Context: an optimization exercise on an open-source flow, tuned for small area, a short achievable clock period and few clock cycles. The choices shown serve that exercise and are no tape-out recipe.
Function was checked by simulation only, so behaviour that the tests miss may differ from the original.
Power figures rest on the tool's default switching activity, not on a simulated workload.

Setup of the baseline:
// qdec_Arith_decoder
module qdec_Arith_decoder (
    input  logic        clk,
    input  logic        rst_n,
    input  logic        arithInit,  
    input  logic        dec_run,    
    input  logic        EPMode,     
    input  logic [6:0]  ctxState,   
    output logic        dec_rdy,    
    output logic        ruiBin,
    output logic        ruiBin_vld,
    output logic [6:0]  ctxStateUpdate,
    input  logic [7:0]  bitstreamFetch,
    input  logic        bitstreamFetch_vld,
    output logic        bitstreamFetch_rdy
);
clock: 8.0 ns
lec_check: 0
abc_area: 1
cap_margin: 20
core_margin: 2
core_utilization: 50
cts_buf_list: sky130_fd_sc_hd__clkbuf_4 sky130_fd_sc_hd__clkbuf_8
setup_slack_margin: 3.5
slew_margin: 20
run.sh (not shown) runs the stock make flow with config.mk's settings and CLKGATE_MAP_FILE= SYNTH_SCRIPT=/design/flow/synth_recipe.tcl, a recipe that flattens the netlist after the stock synthesis.
Testbench counts of the baseline, summed over its fixed seeds: cycles 32,096.
diff inputs: the baseline => the candidate
# the baseline
export LEC_CHECK = 0
export ABC_AREA = 1
export CAP_MARGIN = 20
export CORE_MARGIN = 2
export CORE_UTILIZATION = 50
export CTS_BUF_LIST = sky130_fd_sc_hd__clkbuf_4 sky130_fd_sc_hd__clkbuf_8
export SETUP_SLACK_MARGIN = 3.5
export SLEW_MARGIN = 20
create_clock -name core_clock -period 8.0 [get_ports {clk}]
# the candidate
export LEC_CHECK = 0
export ABC_AREA = 1
export CAP_MARGIN = 20
export CORE_MARGIN = 2
export CORE_UTILIZATION = 50
export CTS_BUF_LIST = sky130_fd_sc_hd__clkbuf_4 sky130_fd_sc_hd__clkbuf_8
export SETUP_SLACK_MARGIN = 4
export SLEW_MARGIN = 20
create_clock -name core_clock -period 8.0 [get_ports {clk}]
Notes after the runs:
- Both conditions hold for the candidate: the flow ran to the end and the final layout passed the timing, DRC and antenna checks.
- The clock share of power of the candidate is lower than that of the baseline.
- Changes observed in the candidate relative to the baseline: maximum frequency +8.6%, data-path buffer share of cell area in the final layout shows an increase of 1.6 points, share of the clock period used by the worst path lower, routed wire length now sits higher.
- The candidate ended up with more standard cells than the baseline.
- The candidate ends up with a first-iteration DRC count that is 11 higher than in the baseline.
- Diff the baseline and the candidate: via count higher in the candidate

build 51:
Another version of the RTL of qdec_Arith_decoder (not shown whole).
Size in the first run: about 1300 cells after synthesis, roughly 65 flip-flops, ~0.0081 sq mm of cells after synthesis.
export LEC_CHECK = 0
export ABC_AREA = 1
export CAP_MARGIN = 20
export CORE_MARGIN = 2
export CORE_UTILIZATION = 50
export CTS_BUF_LIST = sky130_fd_sc_hd__clkbuf_4 sky130_fd_sc_hd__clkbuf_8
export SETUP_SLACK_MARGIN = 4.25
export SLEW_MARGIN = 20
create_clock -name core_clock -period 8.0 [get_ports {clk}]
Testbench counts of build 51, summed over its fixed seeds: cycles 32,096.
The following lists how build 58 was set up differently from build 51:
# build 51
export LEC_CHECK = 0
export ABC_AREA = 1
export CAP_MARGIN = 20
export CORE_MARGIN = 2
export CORE_UTILIZATION = 50
export CTS_BUF_LIST = sky130_fd_sc_hd__clkbuf_4 sky130_fd_sc_hd__clkbuf_8
export SETUP_SLACK_MARGIN = 4.25
export SLEW_MARGIN = 20
create_clock -name core_clock -period 8.0 [get_ports {clk}]
# build 58
export LEC_CHECK = 0
export ABC_AREA = 1
export CAP_MARGIN = 20
export CORE_MARGIN = 2
export CORE_UTILIZATION = 50
export CTS_BUF_LIST = sky130_fd_sc_hd__clkbuf_4 sky130_fd_sc_hd__clkbuf_8
export SETUP_SLACK_MARGIN = 4
export SLEW_MARGIN = 20
create_clock -name core_clock -period 8.0 [get_ports {clk}]
==> comparison <==
Looking at power across build 51 and build 58, the one that comes out higher is build 51.
[compare] base=build 51 new=build 58: final setup slack of the worst path now smaller; switching fraction of total power saw an increase; clock network fraction of total power has decreased; count of clock-buffer cells in the layout decreased by 3 relative to the old numbers.
Going from build 51 to build 58, global-route met2 utilization went down; worst hold slack decreased by 0.012 ns relative to the old numbers.
The switching power total in build 58 sits about 2.1% below the value recorded for build 51.
Build 58 reports a lower critical path depth than build 51 does.
Summary — post-detailed-placement cell area, build 58 relative to build 51: lower, by about 0.7%.
[inputs] build 65 vs build 58
==> flow/flow/run.sh (new file) <==
#!/bin/bash
# The standard layout (the standard.sh, unchanged synthesis and flow steps), with one
# difference: the buffers ORFS puts on the input and output ports are buf_4 cells instead
# of the delay cells buffer_ports picks by default. ORFS's output goes to standard.log.
set -euo pipefail
export BUFFER_PORTS_ARGS="-buffer_cell sky130_fd_sc_hd__buf_4"
bash standard.sh > standard.log 2>&1
==> flow/standard.sh (new file) <==
#!/bin/bash
# synth_recipe.tcl (not shown) runs the flow's synth.tcl, then flattens the netlist and writes it again
# the make line also repeats each setting of config.mk as NAME=value (left out here)
make -C /OpenROAD-flow-scripts/flow DESIGN_CONFIG=/design/flow/config.mk WORK_HOME=/design/flow/orfs CLKGATE_MAP_FILE= SYNTH_SCRIPT=/design/flow/synth_recipe.tcl "${@:-finish}"
removed: flow/run.sh
==> results.txt <==
Combinational power: build 58 vs build 65 — no meaningful difference
On clock skew, build 65 tracks build 58 almost exactly.
Sort build 58 and build 65 by fraction of area in multi-input gates, ascending, and build 58 comes first.
Build 65 ended up with a lower actual slew at the worst max-slew pin than build 58 did.
Cmp build 65 vs build 58: cell depth of the worst flop-to-flop path higher in build 65
On clock buffer count: build 65 sits above build 58.
Route | build 65 vs build 58 | wire shorter in build 65
Design area: build 65 < build 58

Another version of the RTL of qdec_Arith_decoder (not shown whole).
Size in the first run: roughly 1300 cells after synthesis, roughly 70 flip-flops, ~32 I/O pins.
Settings: LEC_CHECK=0, ABC_AREA=1, CAP_MARGIN=20, CORE_MARGIN=2, CORE_UTILIZATION=40, SETUP_SLACK_MARGIN=3.5, SLEW_MARGIN=20; clock period 8.0 ns.
Stock flow here: none of the scripts above is used.
Testbench counts at the start, summed over its fixed seeds: cycles 32,099.
Next try:
Settings changed: SETUP_SLACK_MARGIN 3.5 to 3.
After rerunning: Wire length is lower by 4.3%; global-route usage fell by 0.12 points; power drops by 4.6%; worst hold slack loses 0.014 ns; maximum frequency came out lower by 6.3%; count of clock-buffer cells in the layout is unchanged; via count is lower by 1.9%; setup slack gets worse by 0.29 ns; flip-flop and latch count stays the same; first-iteration DRC count came out lower by 1.3%.
Next try:
Settings changed: CORE_UTILIZATION 40 to 50.
Worst hold slack improves by 0.018 ns.
Global-route usage rose by 4.2 points.
Wire length fell by 3.8%.
Setup slack degrades by 0.010 ns.
First-iteration DRC count rose by 1.5%.
Total power fell by 0.46%.
Register-to-register slack degrades by 0.08 ns.
Design area fell by 1.7%.
Via count fell by 1.4%.
Sequential power fell by about 2%.
Core utilization rose by 11 points.

[port drivers added, routing unchanged]
The flow's constraints put no driver on any port. The routed layouts listed below were extracted and timed again, unchanged, in two steps. Step 1, drivers: a clkbuf_16 drives clk and a buf_2 each remaining input, both assumed. Step 2, shift: input delay + t, output delay - t, t = (earliest + latest rising clock arrival at the registers) / 2. This alone moves slack from input paths to output paths. a / b / c = ideal ports / drivers / drivers and shift; a / b = the first two.
run | shift t [ns] | slack for setup (ns) | clock arrival spread, ns
the baseline | 0.396 | 3.677 / 3.644 / 3.295 | 0.019 / 0.019
the candidate | 0.390 | 4.019 / 4.016 / 3.627 | 0.016 / 0.015
build 51 | 0.411 | 4.344 / 4.306 / 3.920 | 0.020 / 0.020
build 58 | 0.391 | 4.095 / 4.079 / 3.762 | 0.015 / 0.016
build 65 | 0.397 | 4.157 / 4.138 / 3.749 | 0.017 / 0.017
the first run of note 3 | 0.383 | 3.633 / 3.617 / 3.272 | 0.009 / 0.010
the second run of note 3 | 0.381 | 3.342 / 3.364 / 2.983 | 0.011 / 0.012
the third run of note 3 | 0.378 | 3.332 / 3.332 / 2.998 | 0.009 / 0.010
After both steps every run listed still meets setup and hold. The setup slack of build 51, which loses most, moves by -0.038 ns with the drivers and by -0.424 ns with both steps.
